From an optimization exercise on the open Yosys and OpenROAD flow, aimed at small area; shortcuts taken in it are not production practice.
The RTL of this run was laid out without a check of its function.

**design/flow/run.sh**
```bash
#!/bin/bash
# synth_recipe.tcl (not shown) runs the flow's synth.tcl, then flattens the netlist and writes it again
# the make line also repeats each setting of config.mk as NAME=value (left out here)
make -C /OpenROAD-flow-scripts/flow DESIGN_CONFIG=/design/flow/config.mk WORK_HOME=/design/flow/orfs CLKGATE_MAP_FILE= SYNTH_SCRIPT=/design/flow/synth_recipe.tcl finish
```
**design/flow/config.mk**
```make
export PLATFORM = sky130hd
export DESIGN_NAME = conv_pe_sr
export DESIGN_NICKNAME = conv_pe_sr
export VERILOG_FILES = /design/flow/design.v
export SDC_FILE = /design/flow/constraint.sdc
export NUM_CORES = 8
export LEC_CHECK = 0
export CAP_MARGIN = 20
export CORE_MARGIN = 2
export CORE_UTILIZATION = 40
export SLEW_MARGIN = 20
```
**design/flow/constraint.sdc**
```tcl
create_clock -name core_clock -period 10.0 [get_ports {clk}]
set_input_delay 2.0000 -clock core_clock [delete_from_list [all_inputs] [get_ports {clk}]]
set_output_delay 2.0000 -clock core_clock [all_outputs]
set_load 0.01 [all_outputs]
```
**design/flow/design.v**
```verilog
`timescale 1ns / 1ps
module conv_pe_sr#(parameter WIDTH = 9, parameter DW = 2 * WIDTH + 3)
(
    input clk,
    input rst_n,
    input [WIDTH-1:0] data_in,
    input data_valid,
    input [WIDTH-1:0] weight_in,
    input weight_valid,
    output [DW-1:0] data_out,
    output out_valid
);
localparam NPIX = 67;
reg [9*WIDTH-1:0] wreg;
always @(posedge clk)
    if (weight_valid)
        wreg <= {weight_in, wreg[9*WIDTH-1:WIDTH]};
reg [NPIX*WIDTH-1:0] pix;
always @(posedge clk)
    if (data_valid)
        pix <= {pix[(NPIX-1)*WIDTH-1:0], data_in};
reg [4:0] col;
reg [1:0] row;
reg ov;
always @(posedge clk)
begin
    if (!rst_n)
    begin
        col <= 0;
        row <= 0;
        ov <= 1'b0;
    end
    else
    begin
        ov <= data_valid && row[1] && (col >= 2);
        if (data_valid)
        begin
            col <= col + 1'b1;
            if (col == 31 && !row[1])
                row <= row + 1'b1;
        end
    end
end
assign out_valid = ov;
function signed [DW-1:0] prod;
    input [WIDTH-1:0] x;
    input [WIDTH-1:0] w;
    begin
        prod = $signed(x) * $signed(w);
    end
endfunction
wire signed [WIDTH-1:0] x [0:8];
wire signed [WIDTH-1:0] w [0:8];
genvar g;
generate
    for (g = 0; g < 9; g = g + 1)
    begin : taps
        assign x[g] = pix[(32*(2-g/3) + (2-g%3))*WIDTH +: WIDTH];
        assign w[g] = wreg[g*WIDTH +: WIDTH];
    end
endgenerate
wire [DW-1:0] acc =
    {1'b0, 1'b0, 1'b0, 1'b0, 1'b0, 1'b0, 1'b0, 1'b0, 1'b0, 1'b0, 1'b0, 1'b0, ~(x[0][8] & w[0][0]), (x[0][7] & w[0][0]), (x[0][6] & w[0][0]), (x[0][5] & w[0][0]), (x[0][4] & w[0][0]), (x[0][3] & w[0][0]), (x[0][2] & w[0][0]), (x[0][1] & w[0][0]), (x[0][0] & w[0][0])}
  + {1'b0, 1'b0, 1'b0, 1'b0, 1'b0, 1'b0, 1'b0, 1'b0, 1'b0, 1'b0, 1'b0, ~(x[0][8] & w[0][1]), (x[0][7] & w[0][1]), (x[0][6] & w[0][1]), (x[0][5] & w[0][1]), (x[0][4] & w[0][1]), (x[0][3] & w[0][1]), (x[0][2] & w[0][1]), (x[0][1] & w[0][1]), (x[0][0] & w[0][1]), 1'b0}
  + {1'b0, 1'b0, 1'b0, 1'b0, 1'b0, 1'b0, 1'b0, 1'b0, 1'b0, 1'b0, ~(x[0][8] & w[0][2]), (x[0][7] & w[0][2]), (x[0][6] & w[0][2]), (x[0][5] & w[0][2]), (x[0][4] & w[0][2]), (x[0][3] & w[0][2]), (x[0][2] & w[0][2]), (x[0][1] & w[0][2]), (x[0][0] & w[0][2]), 1'b0, 1'b0}
  + {1'b0, 1'b0, 1'b0, 1'b0, 1'b0, 1'b0, 1'b0, 1'b0, 1'b0, ~(x[0][8] & w[0][3]), (x[0][7] & w[0][3]), (x[0][6] & w[0][3]), (x[0][5] & w[0][3]), (x[0][4] & w[0][3]), (x[0][3] & w[0][3]), (x[0][2] & w[0][3]), (x[0][1] & w[0][3]), (x[0][0] & w[0][3]), 1'b0, 1'b0, 1'b0}
  + {1'b0, 1'b0, 1'b0, 1'b0, 1'b0, 1'b0, 1'b0, 1'b0, ~(x[0][8] & w[0][4]), (x[0][7] & w[0][4]), (x[0][6] & w[0][4]), (x[0][5] & w[0][4]), (x[0][4] & w[0][4]), (x[0][3] & w[0][4]), (x[0][2] & w[0][4]), (x[0][1] & w[0][4]), (x[0][0] & w[0][4]), 1'b0, 1'b0, 1'b0, 1'b0}
  + {1'b0, 1'b0, 1'b0, 1'b0, 1'b0, 1'b0, 1'b0, ~(x[0][8] & w[0][5]), (x[0][7] & w[0][5]), (x[0][6] & w[0][5]), (x[0][5] & w[0][5]), (x[0][4] & w[0][5]), (x[0][3] & w[0][5]), (x[0][2] & w[0][5]), (x[0][1] & w[0][5]), (x[0][0] & w[0][5]), 1'b0, 1'b0, 1'b0, 1'b0, 1'b0}
  + {1'b0, 1'b0, 1'b0, 1'b0, 1'b0, 1'b0, ~(x[0][8] & w[0][6]), (x[0][7] & w[0][6]), (x[0][6] & w[0][6]), (x[0][5] & w[0][6]), (x[0][4] & w[0][6]), (x[0][3] & w[0][6]), (x[0][2] & w[0][6]), (x[0][1] & w[0][6]), (x[0][0] & w[0][6]), 1'b0, 1'b0, 1'b0, 1'b0, 1'b0, 1'b0}
  + {1'b0, 1'b0, 1'b0, 1'b0, 1'b0, ~(x[0][8] & w[0][7]), (x[0][7] & w[0][7]), (x[0][6] & w[0][7]), (x[0][5] & w[0][7]), (x[0][4] & w[0][7]), (x[0][3] & w[0][7]), (x[0][2] & w[0][7]), (x[0][1] & w[0][7]), (x[0][0] & w[0][7]), 1'b0, 1'b0, 1'b0, 1'b0, 1'b0, 1'b0, 1'b0}
  + {1'b0, 1'b0, 1'b0, 1'b0, (x[0][8] & w[0][8]), ~(x[0][7] & w[0][8]), ~(x[0][6] & w[0][8]), ~(x[0][5] & w[0][8]), ~(x[0][4] & w[0][8]), ~(x[0][3] & w[0][8]), ~(x[0][2] & w[0][8]), ~(x[0][1] & w[0][8]), ~(x[0][0] & w[0][8]), 1'b0, 1'b0, 1'b0, 1'b0, 1'b0, 1'b0, 1'b0, 1'b0}
  + {1'b0, 1'b0, 1'b0, 1'b0, 1'b0, 1'b0, 1'b0, 1'b0, 1'b0, 1'b0, 1'b0, 1'b0, ~(x[1][8] & w[1][0]), (x[1][7] & w[1][0]), (x[1][6] & w[1][0]), (x[1][5] & w[1][0]), (x[1][4] & w[1][0]), (x[1][3] & w[1][0]), (x[1][2] & w[1][0]), (x[1][1] & w[1][0]), (x[1][0] & w[1][0])}
  + {1'b0, 1'b0, 1'b0, 1'b0, 1'b0, 1'b0, 1'b0, 1'b0, 1'b0, 1'b0, 1'b0, ~(x[1][8] & w[1][1]), (x[1][7] & w[1][1]), (x[1][6] & w[1][1]), (x[1][5] & w[1][1]), (x[1][4] & w[1][1]), (x[1][3] & w[1][1]), (x[1][2] & w[1][1]), (x[1][1] & w[1][1]), (x[1][0] & w[1][1]), 1'b0}
  + {1'b0, 1'b0, 1'b0, 1'b0, 1'b0, 1'b0, 1'b0, 1'b0, 1'b0, 1'b0, ~(x[1][8] & w[1][2]), (x[1][7] & w[1][2]), (x[1][6] & w[1][2]), (x[1][5] & w[1][2]), (x[1][4] & w[1][2]), (x[1][3] & w[1][2]), (x[1][2] & w[1][2]), (x[1][1] & w[1][2]), (x[1][0] & w[1][2]), 1'b0, 1'b0}
  + {1'b0, 1'b0, 1'b0, 1'b0, 1'b0, 1'b0, 1'b0, 1'b0, 1'b0, ~(x[1][8] & w[1][3]), (x[1][7] & w[1][3]), (x[1][6] & w[1][3]), (x[1][5] & w[1][3]), (x[1][4] & w[1][3]), (x[1][3] & w[1][3]), (x[1][2] & w[1][3]), (x[1][1] & w[1][3]), (x[1][0] & w[1][3]), 1'b0, 1'b0, 1'b0}
  + {1'b0, 1'b0, 1'b0, 1'b0, 1'b0, 1'b0, 1'b0, 1'b0, ~(x[1][8] & w[1][4]), (x[1][7] & w[1][4]), (x[1][6] & w[1][4]), (x[1][5] & w[1][4]), (x[1][4] & w[1][4]), (x[1][3] & w[1][4]), (x[1][2] & w[1][4]), (x[1][1] & w[1][4]), (x[1][0] & w[1][4]), 1'b0, 1'b0, 1'b0, 1'b0}
  + {1'b0, 1'b0, 1'b0, 1'b0, 1'b0, 1'b0, 1'b0, ~(x[1][8] & w[1][5]), (x[1][7] & w[1][5]), (x[1][6] & w[1][5]), (x[1][5] & w[1][5]), (x[1][4] & w[1][5]), (x[1][3] & w[1][5]), (x[1][2] & w[1][5]), (x[1][1] & w[1][5]), (x[1][0] & w[1][5]), 1'b0, 1'b0, 1'b0, 1'b0, 1'b0}
  + {1'b0, 1'b0, 1'b0, 1'b0, 1'b0, 1'b0, ~(x[1][8] & w[1][6]), (x[1][7] & w[1][6]), (x[1][6] & w[1][6]), (x[1][5] & w[1][6]), (x[1][4] & w[1][6]), (x[1][3] & w[1][6]), (x[1][2] & w[1][6]), (x[1][1] & w[1][6]), (x[1][0] & w[1][6]), 1'b0, 1'b0, 1'b0, 1'b0, 1'b0, 1'b0}
  + {1'b0, 1'b0, 1'b0, 1'b0, 1'b0, ~(x[1][8] & w[1][7]), (x[1][7] & w[1][7]), (x[1][6] & w[1][7]), (x[1][5] & w[1][7]), (x[1][4] & w[1][7]), (x[1][3] & w[1][7]), (x[1][2] & w[1][7]), (x[1][1] & w[1][7]), (x[1][0] & w[1][7]), 1'b0, 1'b0, 1'b0, 1'b0, 1'b0, 1'b0, 1'b0}
  + {1'b0, 1'b0, 1'b0, 1'b0, (x[1][8] & w[1][8]), ~(x[1][7] & w[1][8]), ~(x[1][6] & w[1][8]), ~(x[1][5] & w[1][8]), ~(x[1][4] & w[1][8]), ~(x[1][3] & w[1][8]), ~(x[1][2] & w[1][8]), ~(x[1][1] & w[1][8]), ~(x[1][0] & w[1][8]), 1'b0, 1'b0, 1'b0, 1'b0, 1'b0, 1'b0, 1'b0, 1'b0}
  + {1'b0, 1'b0, 1'b0, 1'b0, 1'b0, 1'b0, 1'b0, 1'b0, 1'b0, 1'b0, 1'b0, 1'b0, ~(x[2][8] & w[2][0]), (x[2][7] & w[2][0]), (x[2][6] & w[2][0]), (x[2][5] & w[2][0]), (x[2][4] & w[2][0]), (x[2][3] & w[2][0]), (x[2][2] & w[2][0]), (x[2][1] & w[2][0]), (x[2][0] & w[2][0])}
  + {1'b0, 1'b0, 1'b0, 1'b0, 1'b0, 1'b0, 1'b0, 1'b0, 1'b0, 1'b0, 1'b0, ~(x[2][8] & w[2][1]), (x[2][7] & w[2][1]), (x[2][6] & w[2][1]), (x[2][5] & w[2][1]), (x[2][4] & w[2][1]), (x[2][3] & w[2][1]), (x[2][2] & w[2][1]), (x[2][1] & w[2][1]), (x[2][0] & w[2][1]), 1'b0}
  + {1'b0, 1'b0, 1'b0, 1'b0, 1'b0, 1'b0, 1'b0, 1'b0, 1'b0, 1'b0, ~(x[2][8] & w[2][2]), (x[2][7] & w[2][2]), (x[2][6] & w[2][2]), (x[2][5] & w[2][2]), (x[2][4] & w[2][2]), (x[2][3] & w[2][2]), (x[2][2] & w[2][2]), (x[2][1] & w[2][2]), (x[2][0] & w[2][2]), 1'b0, 1'b0}
  + {1'b0, 1'b0, 1'b0, 1'b0, 1'b0, 1'b0, 1'b0, 1'b0, 1'b0, ~(x[2][8] & w[2][3]), (x[2][7] & w[2][3]), (x[2][6] & w[2][3]), (x[2][5] & w[2][3]), (x[2][4] & w[2][3]), (x[2][3] & w[2][3]), (x[2][2] & w[2][3]), (x[2][1] & w[2][3]), (x[2][0] & w[2][3]), 1'b0, 1'b0, 1'b0}
  + {1'b0, 1'b0, 1'b0, 1'b0, 1'b0, 1'b0, 1'b0, 1'b0, ~(x[2][8] & w[2][4]), (x[2][7] & w[2][4]), (x[2][6] & w[2][4]), (x[2][5] & w[2][4]), (x[2][4] & w[2][4]), (x[2][3] & w[2][4]), (x[2][2] & w[2][4]), (x[2][1] & w[2][4]), (x[2][0] & w[2][4]), 1'b0, 1'b0, 1'b0, 1'b0}
  + {1'b0, 1'b0, 1'b0, 1'b0, 1'b0, 1'b0, 1'b0, ~(x[2][8] & w[2][5]), (x[2][7] & w[2][5]), (x[2][6] & w[2][5]), (x[2][5] & w[2][5]), (x[2][4] & w[2][5]), (x[2][3] & w[2][5]), (x[2][2] & w[2][5]), (x[2][1] & w[2][5]), (x[2][0] & w[2][5]), 1'b0, 1'b0, 1'b0, 1'b0, 1'b0}
  + {1'b0, 1'b0, 1'b0, 1'b0, 1'b0, 1'b0, ~(x[2][8] & w[2][6]), (x[2][7] & w[2][6]), (x[2][6] & w[2][6]), (x[2][5] & w[2][6]), (x[2][4] & w[2][6]), (x[2][3] & w[2][6]), (x[2][2] & w[2][6]), (x[2][1] & w[2][6]), (x[2][0] & w[2][6]), 1'b0, 1'b0, 1'b0, 1'b0, 1'b0, 1'b0}
  + {1'b0, 1'b0, 1'b0, 1'b0, 1'b0, ~(x[2][8] & w[2][7]), (x[2][7] & w[2][7]), (x[2][6] & w[2][7]), (x[2][5] & w[2][7]), (x[2][4] & w[2][7]), (x[2][3] & w[2][7]), (x[2][2] & w[2][7]), (x[2][1] & w[2][7]), (x[2][0] & w[2][7]), 1'b0, 1'b0, 1'b0, 1'b0, 1'b0, 1'b0, 1'b0}
  + {1'b0, 1'b0, 1'b0, 1'b0, (x[2][8] & w[2][8]), ~(x[2][7] & w[2][8]), ~(x[2][6] & w[2][8]), ~(x[2][5] & w[2][8]), ~(x[2][4] & w[2][8]), ~(x[2][3] & w[2][8]), ~(x[2][2] & w[2][8]), ~(x[2][1] & w[2][8]), ~(x[2][0] & w[2][8]), 1'b0, 1'b0, 1'b0, 1'b0, 1'b0, 1'b0, 1'b0, 1'b0}
  + {1'b0, 1'b0, 1'b0, 1'b0, 1'b0, 1'b0, 1'b0, 1'b0, 1'b0, 1'b0, 1'b0, 1'b0, ~(x[3][8] & w[3][0]), (x[3][7] & w[3][0]), (x[3][6] & w[3][0]), (x[3][5] & w[3][0]), (x[3][4] & w[3][0]), (x[3][3] & w[3][0]), (x[3][2] & w[3][0]), (x[3][1] & w[3][0]), (x[3][0] & w[3][0])}
  + {1'b0, 1'b0, 1'b0, 1'b0, 1'b0, 1'b0, 1'b0, 1'b0, 1'b0, 1'b0, 1'b0, ~(x[3][8] & w[3][1]), (x[3][7] & w[3][1]), (x[3][6] & w[3][1]), (x[3][5] & w[3][1]), (x[3][4] & w[3][1]), (x[3][3] & w[3][1]), (x[3][2] & w[3][1]), (x[3][1] & w[3][1]), (x[3][0] & w[3][1]), 1'b0}
  + {1'b0, 1'b0, 1'b0, 1'b0, 1'b0, 1'b0, 1'b0, 1'b0, 1'b0, 1'b0, ~(x[3][8] & w[3][2]), (x[3][7] & w[3][2]), (x[3][6] & w[3][2]), (x[3][5] & w[3][2]), (x[3][4] & w[3][2]), (x[3][3] & w[3][2]), (x[3][2] & w[3][2]), (x[3][1] & w[3][2]), (x[3][0] & w[3][2]), 1'b0, 1'b0}
  + {1'b0, 1'b0, 1'b0, 1'b0, 1'b0, 1'b0, 1'b0, 1'b0, 1'b0, ~(x[3][8] & w[3][3]), (x[3][7] & w[3][3]), (x[3][6] & w[3][3]), (x[3][5] & w[3][3]), (x[3][4] & w[3][3]), (x[3][3] & w[3][3]), (x[3][2] & w[3][3]), (x[3][1] & w[3][3]), (x[3][0] & w[3][3]), 1'b0, 1'b0, 1'b0}
  + {1'b0, 1'b0, 1'b0, 1'b0, 1'b0, 1'b0, 1'b0, 1'b0, ~(x[3][8] & w[3][4]), (x[3][7] & w[3][4]), (x[3][6] & w[3][4]), (x[3][5] & w[3][4]), (x[3][4] & w[3][4]), (x[3][3] & w[3][4]), (x[3][2] & w[3][4]), (x[3][1] & w[3][4]), (x[3][0] & w[3][4]), 1'b0, 1'b0, 1'b0, 1'b0}
  + {1'b0, 1'b0, 1'b0, 1'b0, 1'b0, 1'b0, 1'b0, ~(x[3][8] & w[3][5]), (x[3][7] & w[3][5]), (x[3][6] & w[3][5]), (x[3][5] & w[3][5]), (x[3][4] & w[3][5]), (x[3][3] & w[3][5]), (x[3][2] & w[3][5]), (x[3][1] & w[3][5]), (x[3][0] & w[3][5]), 1'b0, 1'b0, 1'b0, 1'b0, 1'b0}
  + {1'b0, 1'b0, 1'b0, 1'b0, 1'b0, 1'b0, ~(x[3][8] & w[3][6]), (x[3][7] & w[3][6]), (x[3][6] & w[3][6]), (x[3][5] & w[3][6]), (x[3][4] & w[3][6]), (x[3][3] & w[3][6]), (x[3][2] & w[3][6]), (x[3][1] & w[3][6]), (x[3][0] & w[3][6]), 1'b0, 1'b0, 1'b0, 1'b0, 1'b0, 1'b0}
  + {1'b0, 1'b0, 1'b0, 1'b0, 1'b0, ~(x[3][8] & w[3][7]), (x[3][7] & w[3][7]), (x[3][6] & w[3][7]), (x[3][5] & w[3][7]), (x[3][4] & w[3][7]), (x[3][3] & w[3][7]), (x[3][2] & w[3][7]), (x[3][1] & w[3][7]), (x[3][0] & w[3][7]), 1'b0, 1'b0, 1'b0, 1'b0, 1'b0, 1'b0, 1'b0}
  + {1'b0, 1'b0, 1'b0, 1'b0, (x[3][8] & w[3][8]), ~(x[3][7] & w[3][8]), ~(x[3][6] & w[3][8]), ~(x[3][5] & w[3][8]), ~(x[3][4] & w[3][8]), ~(x[3][3] & w[3][8]), ~(x[3][2] & w[3][8]), ~(x[3][1] & w[3][8]), ~(x[3][0] & w[3][8]), 1'b0, 1'b0, 1'b0, 1'b0, 1'b0, 1'b0, 1'b0, 1'b0}
  + {1'b0, 1'b0, 1'b0, 1'b0, 1'b0, 1'b0, 1'b0, 1'b0, 1'b0, 1'b0, 1'b0, 1'b0, ~(x[4][8] & w[4][0]), (x[4][7] & w[4][0]), (x[4][6] & w[4][0]), (x[4][5] & w[4][0]), (x[4][4] & w[4][0]), (x[4][3] & w[4][0]), (x[4][2] & w[4][0]), (x[4][1] & w[4][0]), (x[4][0] & w[4][0])}
  + {1'b0, 1'b0, 1'b0, 1'b0, 1'b0, 1'b0, 1'b0, 1'b0, 1'b0, 1'b0, 1'b0, ~(x[4][8] & w[4][1]), (x[4][7] & w[4][1]), (x[4][6] & w[4][1]), (x[4][5] & w[4][1]), (x[4][4] & w[4][1]), (x[4][3] & w[4][1]), (x[4][2] & w[4][1]), (x[4][1] & w[4][1]), (x[4][0] & w[4][1]), 1'b0}
  + {1'b0, 1'b0, 1'b0, 1'b0, 1'b0, 1'b0, 1'b0, 1'b0, 1'b0, 1'b0, ~(x[4][8] & w[4][2]), (x[4][7] & w[4][2]), (x[4][6] & w[4][2]), (x[4][5] & w[4][2]), (x[4][4] & w[4][2]), (x[4][3] & w[4][2]), (x[4][2] & w[4][2]), (x[4][1] & w[4][2]), (x[4][0] & w[4][2]), 1'b0, 1'b0}
  + {1'b0, 1'b0, 1'b0, 1'b0, 1'b0, 1'b0, 1'b0, 1'b0, 1'b0, ~(x[4][8] & w[4][3]), (x[4][7] & w[4][3]), (x[4][6] & w[4][3]), (x[4][5] & w[4][3]), (x[4][4] & w[4][3]), (x[4][3] & w[4][3]), (x[4][2] & w[4][3]), (x[4][1] & w[4][3]), (x[4][0] & w[4][3]), 1'b0, 1'b0, 1'b0}
  + {1'b0, 1'b0, 1'b0, 1'b0, 1'b0, 1'b0, 1'b0, 1'b0, ~(x[4][8] & w[4][4]), (x[4][7] & w[4][4]), (x[4][6] & w[4][4]), (x[4][5] & w[4][4]), (x[4][4] & w[4][4]), (x[4][3] & w[4][4]), (x[4][2] & w[4][4]), (x[4][1] & w[4][4]), (x[4][0] & w[4][4]), 1'b0, 1'b0, 1'b0, 1'b0}
  + {1'b0, 1'b0, 1'b0, 1'b0, 1'b0, 1'b0, 1'b0, ~(x[4][8] & w[4][5]), (x[4][7] & w[4][5]), (x[4][6] & w[4][5]), (x[4][5] & w[4][5]), (x[4][4] & w[4][5]), (x[4][3] & w[4][5]), (x[4][2] & w[4][5]), (x[4][1] & w[4][5]), (x[4][0] & w[4][5]), 1'b0, 1'b0, 1'b0, 1'b0, 1'b0}
  + {1'b0, 1'b0, 1'b0, 1'b0, 1'b0, 1'b0, ~(x[4][8] & w[4][6]), (x[4][7] & w[4][6]), (x[4][6] & w[4][6]), (x[4][5] & w[4][6]), (x[4][4] & w[4][6]), (x[4][3] & w[4][6]), (x[4][2] & w[4][6]), (x[4][1] & w[4][6]), (x[4][0] & w[4][6]), 1'b0, 1'b0, 1'b0, 1'b0, 1'b0, 1'b0}
  + {1'b0, 1'b0, 1'b0, 1'b0, 1'b0, ~(x[4][8] & w[4][7]), (x[4][7] & w[4][7]), (x[4][6] & w[4][7]), (x[4][5] & w[4][7]), (x[4][4] & w[4][7]), (x[4][3] & w[4][7]), (x[4][2] & w[4][7]), (x[4][1] & w[4][7]), (x[4][0] & w[4][7]), 1'b0, 1'b0, 1'b0, 1'b0, 1'b0, 1'b0, 1'b0}
  + {1'b0, 1'b0, 1'b0, 1'b0, (x[4][8] & w[4][8]), ~(x[4][7] & w[4][8]), ~(x[4][6] & w[4][8]), ~(x[4][5] & w[4][8]), ~(x[4][4] & w[4][8]), ~(x[4][3] & w[4][8]), ~(x[4][2] & w[4][8]), ~(x[4][1] & w[4][8]), ~(x[4][0] & w[4][8]), 1'b0, 1'b0, 1'b0, 1'b0, 1'b0, 1'b0, 1'b0, 1'b0}
  + {1'b0, 1'b0, 1'b0, 1'b0, 1'b0, 1'b0, 1'b0, 1'b0, 1'b0, 1'b0, 1'b0, 1'b0, ~(x[5][8] & w[5][0]), (x[5][7] & w[5][0]), (x[5][6] & w[5][0]), (x[5][5] & w[5][0]), (x[5][4] & w[5][0]), (x[5][3] & w[5][0]), (x[5][2] & w[5][0]), (x[5][1] & w[5][0]), (x[5][0] & w[5][0])}
  + {1'b0, 1'b0, 1'b0, 1'b0, 1'b0, 1'b0, 1'b0, 1'b0, 1'b0, 1'b0, 1'b0, ~(x[5][8] & w[5][1]), (x[5][7] & w[5][1]), (x[5][6] & w[5][1]), (x[5][5] & w[5][1]), (x[5][4] & w[5][1]), (x[5][3] & w[5][1]), (x[5][2] & w[5][1]), (x[5][1] & w[5][1]), (x[5][0] & w[5][1]), 1'b0}
  + {1'b0, 1'b0, 1'b0, 1'b0, 1'b0, 1'b0, 1'b0, 1'b0, 1'b0, 1'b0, ~(x[5][8] & w[5][2]), (x[5][7] & w[5][2]), (x[5][6] & w[5][2]), (x[5][5] & w[5][2]), (x[5][4] & w[5][2]), (x[5][3] & w[5][2]), (x[5][2] & w[5][2]), (x[5][1] & w[5][2]), (x[5][0] & w[5][2]), 1'b0, 1'b0}
  + {1'b0, 1'b0, 1'b0, 1'b0, 1'b0, 1'b0, 1'b0, 1'b0, 1'b0, ~(x[5][8] & w[5][3]), (x[5][7] & w[5][3]), (x[5][6] & w[5][3]), (x[5][5] & w[5][3]), (x[5][4] & w[5][3]), (x[5][3] & w[5][3]), (x[5][2] & w[5][3]), (x[5][1] & w[5][3]), (x[5][0] & w[5][3]), 1'b0, 1'b0, 1'b0}
  + {1'b0, 1'b0, 1'b0, 1'b0, 1'b0, 1'b0, 1'b0, 1'b0, ~(x[5][8] & w[5][4]), (x[5][7] & w[5][4]), (x[5][6] & w[5][4]), (x[5][5] & w[5][4]), (x[5][4] & w[5][4]), (x[5][3] & w[5][4]), (x[5][2] & w[5][4]), (x[5][1] & w[5][4]), (x[5][0] & w[5][4]), 1'b0, 1'b0, 1'b0, 1'b0}
  + {1'b0, 1'b0, 1'b0, 1'b0, 1'b0, 1'b0, 1'b0, ~(x[5][8] & w[5][5]), (x[5][7] & w[5][5]), (x[5][6] & w[5][5]), (x[5][5] & w[5][5]), (x[5][4] & w[5][5]), (x[5][3] & w[5][5]), (x[5][2] & w[5][5]), (x[5][1] & w[5][5]), (x[5][0] & w[5][5]), 1'b0, 1'b0, 1'b0, 1'b0, 1'b0}
  + {1'b0, 1'b0, 1'b0, 1'b0, 1'b0, 1'b0, ~(x[5][8] & w[5][6]), (x[5][7] & w[5][6]), (x[5][6] & w[5][6]), (x[5][5] & w[5][6]), (x[5][4] & w[5][6]), (x[5][3] & w[5][6]), (x[5][2] & w[5][6]), (x[5][1] & w[5][6]), (x[5][0] & w[5][6]), 1'b0, 1'b0, 1'b0, 1'b0, 1'b0, 1'b0}
  + {1'b0, 1'b0, 1'b0, 1'b0, 1'b0, ~(x[5][8] & w[5][7]), (x[5][7] & w[5][7]), (x[5][6] & w[5][7]), (x[5][5] & w[5][7]), (x[5][4] & w[5][7]), (x[5][3] & w[5][7]), (x[5][2] & w[5][7]), (x[5][1] & w[5][7]), (x[5][0] & w[5][7]), 1'b0, 1'b0, 1'b0, 1'b0, 1'b0, 1'b0, 1'b0}
  + {1'b0, 1'b0, 1'b0, 1'b0, (x[5][8] & w[5][8]), ~(x[5][7] & w[5][8]), ~(x[5][6] & w[5][8]), ~(x[5][5] & w[5][8]), ~(x[5][4] & w[5][8]), ~(x[5][3] & w[5][8]), ~(x[5][2] & w[5][8]), ~(x[5][1] & w[5][8]), ~(x[5][0] & w[5][8]), 1'b0, 1'b0, 1'b0, 1'b0, 1'b0, 1'b0, 1'b0, 1'b0}
  + {1'b0, 1'b0, 1'b0, 1'b0, 1'b0, 1'b0, 1'b0, 1'b0, 1'b0, 1'b0, 1'b0, 1'b0, ~(x[6][8] & w[6][0]), (x[6][7] & w[6][0]), (x[6][6] & w[6][0]), (x[6][5] & w[6][0]), (x[6][4] & w[6][0]), (x[6][3] & w[6][0]), (x[6][2] & w[6][0]), (x[6][1] & w[6][0]), (x[6][0] & w[6][0])}
  + {1'b0, 1'b0, 1'b0, 1'b0, 1'b0, 1'b0, 1'b0, 1'b0, 1'b0, 1'b0, 1'b0, ~(x[6][8] & w[6][1]), (x[6][7] & w[6][1]), (x[6][6] & w[6][1]), (x[6][5] & w[6][1]), (x[6][4] & w[6][1]), (x[6][3] & w[6][1]), (x[6][2] & w[6][1]), (x[6][1] & w[6][1]), (x[6][0] & w[6][1]), 1'b0}
  + {1'b0, 1'b0, 1'b0, 1'b0, 1'b0, 1'b0, 1'b0, 1'b0, 1'b0, 1'b0, ~(x[6][8] & w[6][2]), (x[6][7] & w[6][2]), (x[6][6] & w[6][2]), (x[6][5] & w[6][2]), (x[6][4] & w[6][2]), (x[6][3] & w[6][2]), (x[6][2] & w[6][2]), (x[6][1] & w[6][2]), (x[6][0] & w[6][2]), 1'b0, 1'b0}
  + {1'b0, 1'b0, 1'b0, 1'b0, 1'b0, 1'b0, 1'b0, 1'b0, 1'b0, ~(x[6][8] & w[6][3]), (x[6][7] & w[6][3]), (x[6][6] & w[6][3]), (x[6][5] & w[6][3]), (x[6][4] & w[6][3]), (x[6][3] & w[6][3]), (x[6][2] & w[6][3]), (x[6][1] & w[6][3]), (x[6][0] & w[6][3]), 1'b0, 1'b0, 1'b0}
  + {1'b0, 1'b0, 1'b0, 1'b0, 1'b0, 1'b0, 1'b0, 1'b0, ~(x[6][8] & w[6][4]), (x[6][7] & w[6][4]), (x[6][6] & w[6][4]), (x[6][5] & w[6][4]), (x[6][4] & w[6][4]), (x[6][3] & w[6][4]), (x[6][2] & w[6][4]), (x[6][1] & w[6][4]), (x[6][0] & w[6][4]), 1'b0, 1'b0, 1'b0, 1'b0}
  + {1'b0, 1'b0, 1'b0, 1'b0, 1'b0, 1'b0, 1'b0, ~(x[6][8] & w[6][5]), (x[6][7] & w[6][5]), (x[6][6] & w[6][5]), (x[6][5] & w[6][5]), (x[6][4] & w[6][5]), (x[6][3] & w[6][5]), (x[6][2] & w[6][5]), (x[6][1] & w[6][5]), (x[6][0] & w[6][5]), 1'b0, 1'b0, 1'b0, 1'b0, 1'b0}
  + {1'b0, 1'b0, 1'b0, 1'b0, 1'b0, 1'b0, ~(x[6][8] & w[6][6]), (x[6][7] & w[6][6]), (x[6][6] & w[6][6]), (x[6][5] & w[6][6]), (x[6][4] & w[6][6]), (x[6][3] & w[6][6]), (x[6][2] & w[6][6]), (x[6][1] & w[6][6]), (x[6][0] & w[6][6]), 1'b0, 1'b0, 1'b0, 1'b0, 1'b0, 1'b0}
  + {1'b0, 1'b0, 1'b0, 1'b0, 1'b0, ~(x[6][8] & w[6][7]), (x[6][7] & w[6][7]), (x[6][6] & w[6][7]), (x[6][5] & w[6][7]), (x[6][4] & w[6][7]), (x[6][3] & w[6][7]), (x[6][2] & w[6][7]), (x[6][1] & w[6][7]), (x[6][0] & w[6][7]), 1'b0, 1'b0, 1'b0, 1'b0, 1'b0, 1'b0, 1'b0}
  + {1'b0, 1'b0, 1'b0, 1'b0, (x[6][8] & w[6][8]), ~(x[6][7] & w[6][8]), ~(x[6][6] & w[6][8]), ~(x[6][5] & w[6][8]), ~(x[6][4] & w[6][8]), ~(x[6][3] & w[6][8]), ~(x[6][2] & w[6][8]), ~(x[6][1] & w[6][8]), ~(x[6][0] & w[6][8]), 1'b0, 1'b0, 1'b0, 1'b0, 1'b0, 1'b0, 1'b0, 1'b0}
  + {1'b0, 1'b0, 1'b0, 1'b0, 1'b0, 1'b0, 1'b0, 1'b0, 1'b0, 1'b0, 1'b0, 1'b0, ~(x[7][8] & w[7][0]), (x[7][7] & w[7][0]), (x[7][6] & w[7][0]), (x[7][5] & w[7][0]), (x[7][4] & w[7][0]), (x[7][3] & w[7][0]), (x[7][2] & w[7][0]), (x[7][1] & w[7][0]), (x[7][0] & w[7][0])}
  + {1'b0, 1'b0, 1'b0, 1'b0, 1'b0, 1'b0, 1'b0, 1'b0, 1'b0, 1'b0, 1'b0, ~(x[7][8] & w[7][1]), (x[7][7] & w[7][1]), (x[7][6] & w[7][1]), (x[7][5] & w[7][1]), (x[7][4] & w[7][1]), (x[7][3] & w[7][1]), (x[7][2] & w[7][1]), (x[7][1] & w[7][1]), (x[7][0] & w[7][1]), 1'b0}
  + {1'b0, 1'b0, 1'b0, 1'b0, 1'b0, 1'b0, 1'b0, 1'b0, 1'b0, 1'b0, ~(x[7][8] & w[7][2]), (x[7][7] & w[7][2]), (x[7][6] & w[7][2]), (x[7][5] & w[7][2]), (x[7][4] & w[7][2]), (x[7][3] & w[7][2]), (x[7][2] & w[7][2]), (x[7][1] & w[7][2]), (x[7][0] & w[7][2]), 1'b0, 1'b0}
  + {1'b0, 1'b0, 1'b0, 1'b0, 1'b0, 1'b0, 1'b0, 1'b0, 1'b0, ~(x[7][8] & w[7][3]), (x[7][7] & w[7][3]), (x[7][6] & w[7][3]), (x[7][5] & w[7][3]), (x[7][4] & w[7][3]), (x[7][3] & w[7][3]), (x[7][2] & w[7][3]), (x[7][1] & w[7][3]), (x[7][0] & w[7][3]), 1'b0, 1'b0, 1'b0}
  + {1'b0, 1'b0, 1'b0, 1'b0, 1'b0, 1'b0, 1'b0, 1'b0, ~(x[7][8] & w[7][4]), (x[7][7] & w[7][4]), (x[7][6] & w[7][4]), (x[7][5] & w[7][4]), (x[7][4] & w[7][4]), (x[7][3] & w[7][4]), (x[7][2] & w[7][4]), (x[7][1] & w[7][4]), (x[7][0] & w[7][4]), 1'b0, 1'b0, 1'b0, 1'b0}
  + {1'b0, 1'b0, 1'b0, 1'b0, 1'b0, 1'b0, 1'b0, ~(x[7][8] & w[7][5]), (x[7][7] & w[7][5]), (x[7][6] & w[7][5]), (x[7][5] & w[7][5]), (x[7][4] & w[7][5]), (x[7][3] & w[7][5]), (x[7][2] & w[7][5]), (x[7][1] & w[7][5]), (x[7][0] & w[7][5]), 1'b0, 1'b0, 1'b0, 1'b0, 1'b0}
  + {1'b0, 1'b0, 1'b0, 1'b0, 1'b0, 1'b0, ~(x[7][8] & w[7][6]), (x[7][7] & w[7][6]), (x[7][6] & w[7][6]), (x[7][5] & w[7][6]), (x[7][4] & w[7][6]), (x[7][3] & w[7][6]), (x[7][2] & w[7][6]), (x[7][1] & w[7][6]), (x[7][0] & w[7][6]), 1'b0, 1'b0, 1'b0, 1'b0, 1'b0, 1'b0}
  + {1'b0, 1'b0, 1'b0, 1'b0, 1'b0, ~(x[7][8] & w[7][7]), (x[7][7] & w[7][7]), (x[7][6] & w[7][7]), (x[7][5] & w[7][7]), (x[7][4] & w[7][7]), (x[7][3] & w[7][7]), (x[7][2] & w[7][7]), (x[7][1] & w[7][7]), (x[7][0] & w[7][7]), 1'b0, 1'b0, 1'b0, 1'b0, 1'b0, 1'b0, 1'b0}
  + {1'b0, 1'b0, 1'b0, 1'b0, (x[7][8] & w[7][8]), ~(x[7][7] & w[7][8]), ~(x[7][6] & w[7][8]), ~(x[7][5] & w[7][8]), ~(x[7][4] & w[7][8]), ~(x[7][3] & w[7][8]), ~(x[7][2] & w[7][8]), ~(x[7][1] & w[7][8]), ~(x[7][0] & w[7][8]), 1'b0, 1'b0, 1'b0, 1'b0, 1'b0, 1'b0, 1'b0, 1'b0}
  + {1'b0, 1'b0, 1'b0, 1'b0, 1'b0, 1'b0, 1'b0, 1'b0, 1'b0, 1'b0, 1'b0, 1'b0, ~(x[8][8] & w[8][0]), (x[8][7] & w[8][0]), (x[8][6] & w[8][0]), (x[8][5] & w[8][0]), (x[8][4] & w[8][0]), (x[8][3] & w[8][0]), (x[8][2] & w[8][0]), (x[8][1] & w[8][0]), (x[8][0] & w[8][0])}
  + {1'b0, 1'b0, 1'b0, 1'b0, 1'b0, 1'b0, 1'b0, 1'b0, 1'b0, 1'b0, 1'b0, ~(x[8][8] & w[8][1]), (x[8][7] & w[8][1]), (x[8][6] & w[8][1]), (x[8][5] & w[8][1]), (x[8][4] & w[8][1]), (x[8][3] & w[8][1]), (x[8][2] & w[8][1]), (x[8][1] & w[8][1]), (x[8][0] & w[8][1]), 1'b0}
  + {1'b0, 1'b0, 1'b0, 1'b0, 1'b0, 1'b0, 1'b0, 1'b0, 1'b0, 1'b0, ~(x[8][8] & w[8][2]), (x[8][7] & w[8][2]), (x[8][6] & w[8][2]), (x[8][5] & w[8][2]), (x[8][4] & w[8][2]), (x[8][3] & w[8][2]), (x[8][2] & w[8][2]), (x[8][1] & w[8][2]), (x[8][0] & w[8][2]), 1'b0, 1'b0}
  + {1'b0, 1'b0, 1'b0, 1'b0, 1'b0, 1'b0, 1'b0, 1'b0, 1'b0, ~(x[8][8] & w[8][3]), (x[8][7] & w[8][3]), (x[8][6] & w[8][3]), (x[8][5] & w[8][3]), (x[8][4] & w[8][3]), (x[8][3] & w[8][3]), (x[8][2] & w[8][3]), (x[8][1] & w[8][3]), (x[8][0] & w[8][3]), 1'b0, 1'b0, 1'b0}
  + {1'b0, 1'b0, 1'b0, 1'b0, 1'b0, 1'b0, 1'b0, 1'b0, ~(x[8][8] & w[8][4]), (x[8][7] & w[8][4]), (x[8][6] & w[8][4]), (x[8][5] & w[8][4]), (x[8][4] & w[8][4]), (x[8][3] & w[8][4]), (x[8][2] & w[8][4]), (x[8][1] & w[8][4]), (x[8][0] & w[8][4]), 1'b0, 1'b0, 1'b0, 1'b0}
  + {1'b0, 1'b0, 1'b0, 1'b0, 1'b0, 1'b0, 1'b0, ~(x[8][8] & w[8][5]), (x[8][7] & w[8][5]), (x[8][6] & w[8][5]), (x[8][5] & w[8][5]), (x[8][4] & w[8][5]), (x[8][3] & w[8][5]), (x[8][2] & w[8][5]), (x[8][1] & w[8][5]), (x[8][0] & w[8][5]), 1'b0, 1'b0, 1'b0, 1'b0, 1'b0}
  + {1'b0, 1'b0, 1'b0, 1'b0, 1'b0, 1'b0, ~(x[8][8] & w[8][6]), (x[8][7] & w[8][6]), (x[8][6] & w[8][6]), (x[8][5] & w[8][6]), (x[8][4] & w[8][6]), (x[8][3] & w[8][6]), (x[8][2] & w[8][6]), (x[8][1] & w[8][6]), (x[8][0] & w[8][6]), 1'b0, 1'b0, 1'b0, 1'b0, 1'b0, 1'b0}
  + {1'b0, 1'b0, 1'b0, 1'b0, 1'b0, ~(x[8][8] & w[8][7]), (x[8][7] & w[8][7]), (x[8][6] & w[8][7]), (x[8][5] & w[8][7]), (x[8][4] & w[8][7]), (x[8][3] & w[8][7]), (x[8][2] & w[8][7]), (x[8][1] & w[8][7]), (x[8][0] & w[8][7]), 1'b0, 1'b0, 1'b0, 1'b0, 1'b0, 1'b0, 1'b0}
  + {1'b0, 1'b0, 1'b0, 1'b0, (x[8][8] & w[8][8]), ~(x[8][7] & w[8][8]), ~(x[8][6] & w[8][8]), ~(x[8][5] & w[8][8]), ~(x[8][4] & w[8][8]), ~(x[8][3] & w[8][8]), ~(x[8][2] & w[8][8]), ~(x[8][1] & w[8][8]), ~(x[8][0] & w[8][8]), 1'b0, 1'b0, 1'b0, 1'b0, 1'b0, 1'b0, 1'b0, 1'b0}
  + 21'd922112;
assign data_out = acc;
endmodule
```
==> reports/results.ini <==
[clocking]
clk_latency_ns = 0.66
clock_sink_count = 692
cts-hold-fix-buffers = 0
path_clk_slew_ns = 0.06
h-tree-depth = 3
cts_tree = built
cts_root_buf = clkbuf_16
clockBufferDepth = 3
cts_buffers = 76

[route]
vias = 22900
drt-total-wl_um = 94600
initialDrtViolationCount = 1500
avgRoutedWirePerCell_um = 19.1
wl_met1_um = 42000
routed-wl-met3_um = 4500
top_layer_used = met4
vias_per_cell = 4.63
wl_met2_um = 45100
first_pass_iters = 5
drc = 0
ant_nets = 0

[worst_setup_path]
path_common_cell = fa_1
startpoint_type = flip-flop
crit_path_end_kind = output port
critPathLaunch = pix[295]$_DFFE_PP_
crit_required_ns = 8.00
crit_fanout = 5
cp_slowest_stage_delay_ns = 0.63
worstReg2RegStart = col[1]$_SDFFE_PN0P_
slowest_stage = fa_2
r2r_setup_slack_ns = 8.46
path_class = reg2out
cp_data_arrival_time_ns = 8.41

[sta]
slew_violations = 0
hold_viol = 0
setup_slack_ns = -0.415
setup_violations = 9
fmax_mhz = 96.0
finalCriticalPeriod_ns = 10.41
holdWs_ns = 0.402
tightest_slew_ns = 1.07
rsz0062_at_grt = yes
finClkSkew_ns = 0.0292
slew-limit-headroom_pct = 28.6
period_share_pct = 104

[layout]
synthToLayoutAreaGrowth_pct = 19.0
drive_gt1_share_pct = 18.0
fillerInstances = 9174
antenna_cells = 0
nNetsFinal = 4313

[synth]
synth.top_cell.area_share_pct = 48.2
synthTopCellsByArea = edfxtp_1, fa_1, inv_1, and2_1, nand2_1
ys.warnings.count = 1
yosysSeqAreaShare_pct = 48.5
synthCells = 3019
synth_seq_cells = 692
synth.most_common_cell = fa_1
synth_area_per_cell_um2 = 14.1
yosysTopAreaCell = edfxtp_1
ys_types = 36
synth_edf_count = 684
ys.flop_type = edfxtp_1
synth_fp_nets = 3838
async_flop_share_pct = 0
synthTopCellsByCount = fa_1, edfxtp_1, inv_1, nand2_1, and2_1
synth_area_um2 = 42600

[grt]
track_usage_pct = 18.2
grt-ovfl-total = 0
antenna_found_initial = 1
grt_max_degree = 169
grt_pass1_vias = 25500
grt_first_pass_wirelength_um = 149000

[place]
dp_hpwl_um = 74200
gp_congestion = 0.877
io_buffers = 43

[floorplanning]
io_pins = 44
start_util_pct = 40.4
die_w_um = 331
rows = 119
core_area_um2 = 106000
die-area_um2 = 109000
dieHeight_um = 331

[status]
so_faults = negative setup slack
status = complete, but fails checks

[job]
drv_cap = 0

[hold_path]
hold_class = reg2reg
min-delay-start = pix[427]$_DFFE_PP_

registers in the layout (all words and copies together) (netlist names):
register  cells
col           5
row           2
wreg         81
pix         603
ov            1
logic make-up after synthesis:
logic type / count (synthesis) / share of synthesized area, %
xor gates and xnor gates: 16 / 0.329
and+or+nand+nor: 767 / 8.70
adders and majority gates: 797 / 35.6
buffers and inverters: 706 / 6.21
AOI/OAI and AO/OA: 40 / 0.607
muxes: 1 / 0.0235
DFF: 692 / 48.5
metrics by stage:
| step | cells | TNS [ns] | util (%) | instance area (um2) | setup WS [ns] |
|---|---|---|---|---|---|
| after CTS | 4918 | -3.75 | 47.7 | 50400 | -0.609 |
| after global routing | 4944 | -4.75 | 48.1 | 50800 | -0.636 |
| after detailed placement | 4728 | -3.49 | 44.7 | 47200 | -0.593 |
| final | 4944 | -2.62 | 48.1 | 50800 | -0.415 |
| after floorplan | 3019 | 0 | - | 42600 | 0.676 |
| after global placement | 4728 | -3.30 | 44.7 | 47200 | -0.592 |
critical path, delay by kind of cell, from the launching register on:
kind | cells | cell delay [ns]
flip-flops | 1 | 0.45
AND/OR/NAND/NOR | 2 | 0.34
buffers and inverters | 9 | 0.92
adder cells (fa/ha/maj) | 11 | 5.28
AO/OA/AOI/OAI | 4 | 0.73
path summary, 6_finish.rpt:
path,end,cells after the start
worst min-delay path,pix[436]$_DFFE_PP_,0
worst min register to register,pix[436]$_DFFE_PP_,0
worst max register to register,row[0]$_SDFFE_PN0P_,6
worst max-delay path,data_out[18],26
per-layer routing:
layer | vias up | GRT usage [%]
li1 | 10300 | -
met3 | 156 | 3.23
met1 | 12000 | 25.1
met4 | 0 | 6.03
met2 | 472 | 29.6
met5 | - | 0
layout make-up:
cell class | instances | area (um2) | share of cell area [%]
timing repair buffer | 471 | 3760 | 7.40
clock inverter | 49 | 564 | 1.11
tap | 1391 | 1740 | 3.43
inverter | 632 | 2370 | 4.67
multi-input combinational | 1621 | 19700 | 38.8
sequential | 692 | 20700 | 40.8
clock buffer | 88 | 1950 | 3.83
placed cells by master (no fill, tap or decap), drive strengths merged, types with 3 or more instances in the layout:
cell type,instances
a21oi,13
a31oi,3
and2,315
buf,440
bufinv,8
clkbuf,89
clkdlybuf4s50,28
clkinv,35
clkinvlp,3
dfxtp,8
edfxtp,684
fa,694
ha,103
inv,635
nand2,423
nand3,4
nand4,3
nor2,11
nor2b,3
o21ai,9
xnor2,12
xor2,4
repair_timing:
action | 4_1_cts | 5_1_grt
pin swaps | 52 | 69
buffers inserted | 57 | 26
endpoints found under the setup margin | 13 | 13
cloned | 0 | 1
resized for setup | 127 | 55

[what the ideal ports hide]
No port has a modelled driver above. Below, the same layout with a new extraction and two added sets of constraints. Step 1, drivers: a clkbuf_16 drives clk and a buf_2 each remaining input, both assumed. Step 2 also shifts input and output timing later by t, the mid clock arrival at the registers, as if the neighbouring blocks saw the same clock. Three values: ideal, step 1, step 2; two values: the first two.
t (ns): 0.718
setup WS [ns]: -0.415 / -0.485 / 0.233
pins driven straight from the clock port: 1
For this run, drivers alone change the setup slack by -0.070 ns; drivers and shift together by +0.648 ns.
